From an optimization exercise on the open Yosys and OpenROAD flow, aimed at small area, a short achievable clock period and few clock cycles per item; shortcuts taken in it are not production practice. Function was checked by simulation only, so behaviour that the tests miss may differ from the original. Power is estimated from default activity; no workload was simulated.

// mul_fu
module mul_fu (
    input  logic        clk,
    input  logic        rst_n,
    input  logic        in_valid,
    input  logic [3:0]  in_ctrl,
    input  logic [31:0] in_a,
    input  logic [31:0] in_b,
    input  logic [6:0]  in_tag,
    output logic        in_ready,
    output logic        out_req,
    output logic [6:0]  out_tag,
    output logic [31:0] out_data,
    input  logic        out_grant
);
Settings: LEC_CHECK=0, ABC_CLOCK_PERIOD_IN_PS=2500, CAP_MARGIN=30, CORE_MARGIN=2, CORE_UTILIZATION=60, CTS_BUF_LIST=sky130_fd_sc_hd__clkbuf_8 sky130_fd_sc_hd__clkbuf_16, CTS_CLUSTER_DIAMETER=60, CTS_CLUSTER_SIZE=20, SLEW_MARGIN=50, SYNTH_HIERARCHICAL=1, SYNTH_MINIMUM_KEEP_SIZE=0; clock period 10.0 ns.
standard.sh (not shown) runs the stock make flow with config.mk's settings and CLKGATE_MAP_FILE= SYNTH_SCRIPT=/design/flow/synth_recipe.tcl, a recipe that flattens the netlist after the stock synthesis.
==> flow/flow/run.sh <==
#!/bin/bash
# Standard ORFS layout (the standard.sh), with the port buffers made plain
# buffers (buf_2) instead of the delay buffer buffer_ports picks by default.
set -euo pipefail
bash standard.sh synth > synth.log 2>&1
bash standard.sh BUFFER_PORTS_ARGS="-buffer_cell sky130_fd_sc_hd__buf_2" finish > layout.log 2>&1
Testbench counts at the start, summed over its fixed seeds: cycles 2,374, items 2,048.
==> next run, changes <==
--- a/flow/config.mk
+++ b/flow/config.mk
@@ -11,4 +11,3 @@
-export CORE_UTILIZATION = 60
-export CTS_BUF_LIST = sky130_fd_sc_hd__clkbuf_8 sky130_fd_sc_hd__clkbuf_16
-export CTS_CLUSTER_DIAMETER = 60
-export CTS_CLUSTER_SIZE = 20
+export CORE_UTILIZATION = 70
+export CTS_BUF_LIST = sky130_fd_sc_hd__clkbuf_4 sky130_fd_sc_hd__clkbuf_8
+export PLACE_DENSITY = 0.75
The changed run completed with no timing, DRC or antenna violations.
Setup slack loses 0.041 ns.
Via count increases by 2.2%.
Final cell count decreases by 1.2%.
Wire length decreases by 1.5%.
First-iteration DRC count increases by 8.8%.
Synthesized area does not change.
Power increases by 1.1%.
Cell area stays flat.
Utilization increases by 11 points.
==> next run, changes <==
--- a/flow/config.mk
+++ b/flow/config.mk
@@ -9 +9 @@
-export CAP_MARGIN = 30
+export CAP_MARGIN = 50
@@ -11 +11 @@
-export CORE_UTILIZATION = 70
+export CORE_UTILIZATION = 60
@@ -13,2 +13 @@
-export PLACE_DENSITY = 0.75
-export SLEW_MARGIN = 50
+export SLEW_MARGIN = 70
After rerunning: The changed run finished clean; worst setup slack loses 0.13 ns; clock skew shrinks by 0.0041 ns; total power grows by a few percent; clock-buffer cell count shrinks by 1; cell count grows by a few percent; first-iteration DRC count shrinks by about a fifth; die area grows by about a fifth; via count hardly moves; routed wire length grows by a few percent; cell area grows by a few percent.
==> next run, changes <==
--- a/flow/config.mk
+++ b/flow/config.mk
@@ -11 +11 @@
-export CORE_UTILIZATION = 60
+export CORE_UTILIZATION = 40
=> Total power grows by 2.0%. Design area grows by about 1.6%. Via count shrinks by 0.69%. Sequential cell count is unchanged. Combinational power grows by about 4%. Critical path depth shrinks by 2. Fmax grows by about 3.7%. Synthesized cell count stays the same. Hold slack degrades by 0.0065 ns. Setup slack improves by 0.13 ns. Sequential power stays flat.

* * *

Setup of PW:
mul_fu again, from the RTL that the note above started with.
// mul_fu
module mul_fu (
    input  logic        clk,
    input  logic        rst_n,
    input  logic        in_valid,
    input  logic [3:0]  in_ctrl,
    input  logic [31:0] in_a,
    input  logic [31:0] in_b,
    input  logic [6:0]  in_tag,
    output logic        in_ready,
    output logic        out_req,
    output logic [6:0]  out_tag,
    output logic [31:0] out_data,
    input  logic        out_grant
);
export LEC_CHECK = 0
export ABC_CLOCK_PERIOD_IN_PS = 2500
export CAP_MARGIN = 20
export CORE_MARGIN = 2
export CORE_UTILIZATION = 60
export CTS_BUF_LIST = sky130_fd_sc_hd__clkbuf_4 sky130_fd_sc_hd__clkbuf_8
export SLEW_MARGIN = 20
export SYNTH_HIERARCHICAL = 1
export SYNTH_MINIMUM_KEEP_SIZE = 0
create_clock -name core_clock -period 10.0 [get_ports {clk}]
Scripts as last shown in full above: flow/flow/run.sh
Testbench counts of PW, summed over its fixed seeds: cycles 2,374, items 2,048.
Input-level comparison between JK and PW:
--- a/flow/config.mk
+++ b/flow/config.mk
@@ -7,9 +7,11 @@
 export LEC_CHECK = 0
 export ABC_CLOCK_PERIOD_IN_PS = 2500
-export CAP_MARGIN = 20
+export CAP_MARGIN = 30
 export CORE_MARGIN = 2
 export CORE_UTILIZATION = 60
 export CTS_BUF_LIST = sky130_fd_sc_hd__clkbuf_4 sky130_fd_sc_hd__clkbuf_8
-export SLEW_MARGIN = 20
+export CTS_CLUSTER_DIAMETER = 50
+export CTS_CLUSTER_SIZE = 16
+export SLEW_MARGIN = 50
 export SYNTH_HIERARCHICAL = 1
 export SYNTH_MINIMUM_KEEP_SIZE = 0
[summary]
Route | JK vs PW | wire shorter in JK. As of JK, overall power consumption had fallen slightly compared to PW. JK reports a higher via count than PW does.

==> re-timing with driven ports <==
Ports are ideal in the flow. The routed layouts listed here were re-timed in OpenROAD.
Step 1, drivers: a clkbuf_16 drives clk and a buf_2 each remaining input, both assumed.
Step 2 adds t to the input delays and takes it off the output delays; t is the mean of the earliest and latest rising clock arrival at the registers after step 1. Input paths then give back, and output paths get back, about the clock's delay inside the block.
Three values: ideal ports, drivers, drivers and shift; two values: the first two.
| run | shift t [ns] | setup slack, ns | worst slew at a driven data input, ns |
|---|---|---|---|
| the first run of note 1 | 0.614 | 6.464 / 6.464 / 6.464 | 0.04 |
| the second run of note 1 | 0.625 | 6.423 / 6.423 / 6.423 | 0.03 |
| the third run of note 1 | 0.680 | 6.297 / 6.297 / 6.297 | 0.03 |
| the fourth run of note 1 | 0.685 | 6.430 / 6.430 / 6.430 | 0.06 |
| PW | 0.659 | 6.368 / 6.368 / 6.368 | 0.04 |
| JK | 0.643 | 6.473 / 6.473 / 6.473 | 0.03 |
After both steps every run listed still meets setup and hold.
